This is an optimization exercise on Yosys and OpenROAD, whose aim is small area, not a production implementation. The RTL was checked by simulation tests, not by an equivalence proof against the original design.

==> 01-12 <==
## convolution
module convolution #(parameter BW1=16, BW2=16, STRIDE=1, xs=32, ws=5)
	(input iCLK, iRSTn, iWren,
	 input [4:0] iADDR,
	 input [7:0] iWeight,
	 input signed [7:0] iX,
	 input iValid,
	 output signed [BW2-1:0] oPsum,
	 output oValid);
==> module decoder, before the edit <==
module decoder(input iCLK, iRSTn, iWren,
	input [4:0] iAddr,
	input [7:0] iWeight,
	output reg [199:0] oW);
integer a;
always @(posedge iCLK, negedge iRSTn)
	if (!iRSTn) oW <= 200'd0;
	else if (iWren)
		for (a = 0; a < 25; a = a + 1)
			if (iAddr == a) oW[8*a +: 8] <= iWeight;
endmodule
clock: 8.0 ns
lec_check: 0
cap_margin: 20
core_margin: 2
core_utilization: 40
cts_cluster_diameter: 150
cts_cluster_size: 22
place_density: 0.6
slew_margin: 20
synth_hierarchical: 1
synth_minimum_keep_size: 0
run.sh (not shown) runs the stock make flow with config.mk's settings and CLKGATE_MAP_FILE= SYNTH_SCRIPT=/design/flow/synth_recipe.tcl, a recipe that flattens the netlist after the stock synthesis.
==> 06-25: changes against 01-12 <==
--- a/flow/design.v
+++ b/flow/design.v
@@ -1730,7 +1730,6 @@
 integer a;
-always @(posedge iCLK, negedge iRSTn)
-	if (!iRSTn) oW <= 200'd0;
-	else if (iWren)
-		for (a = 0; a < 25; a = a + 1)
-			if (iAddr == a) oW[8*a +: 8] <= iWeight;
+wire [7:0] d = iWeight & {8{iRSTn}};
+always @(posedge iCLK)
+	for (a = 0; a < 25; a = a + 1)
+		if (!iRSTn || (iWren && iAddr == a)) oW[8*a +: 8] <= d;
 endmodule
Settings changed: PLACE_DENSITY 0.6 to 0.5.
==> 02-15: changes against 01-12 <==
--- a/flow/design.v
+++ b/flow/design.v
@@ -1730,7 +1730,6 @@
 integer a;
-always @(posedge iCLK, negedge iRSTn)
-	if (!iRSTn) oW <= 200'd0;
-	else if (iWren)
-		for (a = 0; a < 25; a = a + 1)
-			if (iAddr == a) oW[8*a +: 8] <= iWeight;
+wire [7:0] d = iWeight & {8{iRSTn}};
+always @(posedge iCLK)
+	for (a = 0; a < 25; a = a + 1)
+		if (!iRSTn || (iWren && iAddr == a)) oW[8*a +: 8] <= d;
 endmodule
Settings changed: GPL_TIMING_DRIVEN set to 0.
==> flow_results.org <==
** Floorplanning
- Row Count :: 154

** Status
- Result of the run :: timing/DRC/antenna clean

** Drt
- Routed length per placed instance :: 26.3 µm

** Setup path
- The critical path ends at rout[3].

** Cells and area
- Fill cell instance count of the final layout :: 16.0k

** Global route
- Antenna violations before repair :: 4
the above is filed under 01-12

==> flow_results.org <==
** Floorplanning
- After floorplanning, the core was divided into 152 placement rows.

** Drt
- Dividing the detail-routed wire length by the instance count gives 26.4 µm.

** Global route
- Antenna violations before repair :: 5

** Status
- The run finished with no timing, DRC or antenna violations.

** Timing
- Number of setup violations in the final report :: 0

** Cells and area
- Fill cells in the final layout number 15.6k.
the above is filed under 02-15

==> flow_results.org <==
** Cells and area
- Layout clock buffer count :: 109
- The layout has 15.6k filler cells.
- Signed area change from the synthesized netlist to the final layout :: 7.97%

** Drt
- Routed length per placed instance :: 27.3 µm

** Setup path
- Beginning of the critical path :: lb.sr[1019]
- Setup crit end :: r0[12]

** Status
- Result of the run :: timing/DRC/antenna clean
the above is filed under 06-25


==> build 20 <==
Another version of the RTL of convolution (not shown whole).
==> module decoder, before the edit <==
module decoder(input iCLK, iRSTn, iWren,
	input [4:0] iAddr,
	input [7:0] iWeight,
	output reg [199:0] oW);
integer a;
wire [7:0] d = iWeight & {8{iRSTn}};
always @(posedge iCLK)
	for (a = 0; a < 25; a = a + 1)
		if (!iRSTn || (iWren && iAddr == a)) oW[8*a +: 8] <= d;
endmodule
Settings: LEC_CHECK=0, CAP_MARGIN=20, CORE_MARGIN=2, CORE_UTILIZATION=40, CTS_CLUSTER_DIAMETER=100, CTS_CLUSTER_SIZE=20, PLACE_DENSITY=0.6, SLEW_MARGIN=20, SYNTH_HIERARCHICAL=1, SYNTH_MINIMUM_KEEP_SIZE=0; clock period 8.0 ns.
==> trial 32: changes against build 20 <==
--- a/flow/design.v
+++ b/flow/design.v
@@ -1938,6 +1938,7 @@
 integer a;
-wire [7:0] d = iWeight & {8{iRSTn}};
-always @(posedge iCLK)
-	for (a = 0; a < 25; a = a + 1)
-		if (!iRSTn || (iWren && iAddr == a)) oW[8*a +: 8] <= d;
+always @(posedge iCLK, negedge iRSTn)
+	if (!iRSTn) oW <= 200'd0;
+	else if (iWren)
+		for (a = 0; a < 25; a = a + 1)
+			if (iAddr == a) oW[8*a +: 8] <= iWeight;
 endmodule
--- a/flow/config.mk
+++ b/flow/config.mk
@@ -9,6 +9,4 @@
 export CORE_MARGIN = 2
-export CORE_UTILIZATION = 40
-export CTS_CLUSTER_DIAMETER = 100
-export CTS_CLUSTER_SIZE = 20
-export PLACE_DENSITY = 0.6
+export CORE_UTILIZATION = 60
+export PLACE_DENSITY = 0.7
 export SLEW_MARGIN = 20
==> trial 21: changes against build 20 <==
--- a/flow/design.v
+++ b/flow/design.v
@@ -1938,6 +1938,7 @@
 integer a;
-wire [7:0] d = iWeight & {8{iRSTn}};
-always @(posedge iCLK)
-	for (a = 0; a < 25; a = a + 1)
-		if (!iRSTn || (iWren && iAddr == a)) oW[8*a +: 8] <= d;
+always @(posedge iCLK, negedge iRSTn)
+	if (!iRSTn) oW <= 200'd0;
+	else if (iWren)
+		for (a = 0; a < 25; a = a + 1)
+			if (iAddr == a) oW[8*a +: 8] <= iWeight;
 endmodule
--- a/flow/config.mk
+++ b/flow/config.mk
@@ -10,4 +10,4 @@
 export CORE_UTILIZATION = 40
-export CTS_CLUSTER_DIAMETER = 100
-export CTS_CLUSTER_SIZE = 20
+export CTS_CLUSTER_DIAMETER = 45
+export CTS_CLUSTER_SIZE = 30
 export PLACE_DENSITY = 0.6
==> results.py <==
metrics = {
    "route": {
        "highest_layer": "met4",
        "wl_met3_mm": 12.2,
        "dr_wl_met2_mm": 88.8,
    },
    "floorplan": {
        "fp.coreArea_um2": 183000,
        "die_area_um2": 189000,
    },
    "final_layout": {
        "buffers_excl_clock": 106,
        "fin_area_um2": 78800,
        "finalNetCount": 7198,
        "clockBufferCount": 106,
    },
    "clocking": {
        "cts_made_buffers": 80,
    },
    "status": {
        "run_status": "finished clean",
    },
    "worst_setup_path": {
        "worst_setup_path_endpoint": "r2[2]",
    },
    "timing": {
        "finalWorstPathRequiredPeriod_ps": 7560,
    },
}
-- figures above: build 20

==> results.py <==
metrics = {
    "route": {
        "wl_met3_mm": 15.3,
        "dr_wl_met2_mm": 93.6,
        "highest_layer": "met5",
    },
    "floorplan": {
        "starting_density_of_the_core": 0.602,
        "design.portCount": 42,
    },
    "worst_setup_path": {
        "worst_setup_path_endpoint": "r1[12]",
    },
    "status": {
        "run_status": "finished clean",
    },
    "final_layout": {
        "buffers_excl_clock": 87,
        "finalNetCount": 7424,
    },
    "clocking": {
        "cts_made_buffers": 131,
    },
    "timing": {
        "finalWorstPathRequiredPeriod_ps": 7520,
    },
}
-- figures above: trial 32

==> results.py <==
metrics = {
    "clocking": {
        "cts_made_buffers": 133,
    },
    "route": {
        "dr_wl_met2_mm": 92.9,
        "wl_met3_mm": 12.5,
        "highest_layer": "met4",
    },
    "final_layout": {
        "clockBufferCount": 145,
        "finalNetCount": 7437,
        "buffers_excl_clock": 98,
    },
    "status": {
        "run_status": "finished clean",
    },
    "worst_setup_path": {
        "worst_setup_path_endpoint": "r1[0]",
    },
}
-- figures above: trial 21

## re-timing with driven ports
No port has a modelled driver above. Below, the same layouts with a new extraction and two added sets of constraints. Step 1 sets driving cells, clkbuf_16 on the clock port and buf_2 on the other inputs (assumed; they add their load-dependent delay and slew). Step 2 times the ports against the registers' clock, not the clock port: input delays grow and output delays shrink by t, the midpoint of the rising clock arrivals with the driver on. Three values: no drivers, after step 1, after step 2; two values: the first two.
run	t (ns)	setup slack, ns	worst register clock-pin slew, ns
01-12	0.799	0.912 / 0.912 / 0.912	0.12 / 0.12
06-25	0.819	0.689 / 0.689 / 0.689	0.10 / 0.10
02-15	0.780	0.766 / 0.766 / 0.766	0.10 / 0.10
build 20	0.784	0.439 / 0.439 / 0.439	0.10 / 0.10
trial 32	0.835	0.477 / 0.477 / 0.477	0.07 / 0.07
trial 21	0.856	0.351 / 0.351 / 0.351	0.09 / 0.09
After both steps every run listed still meets setup and hold.
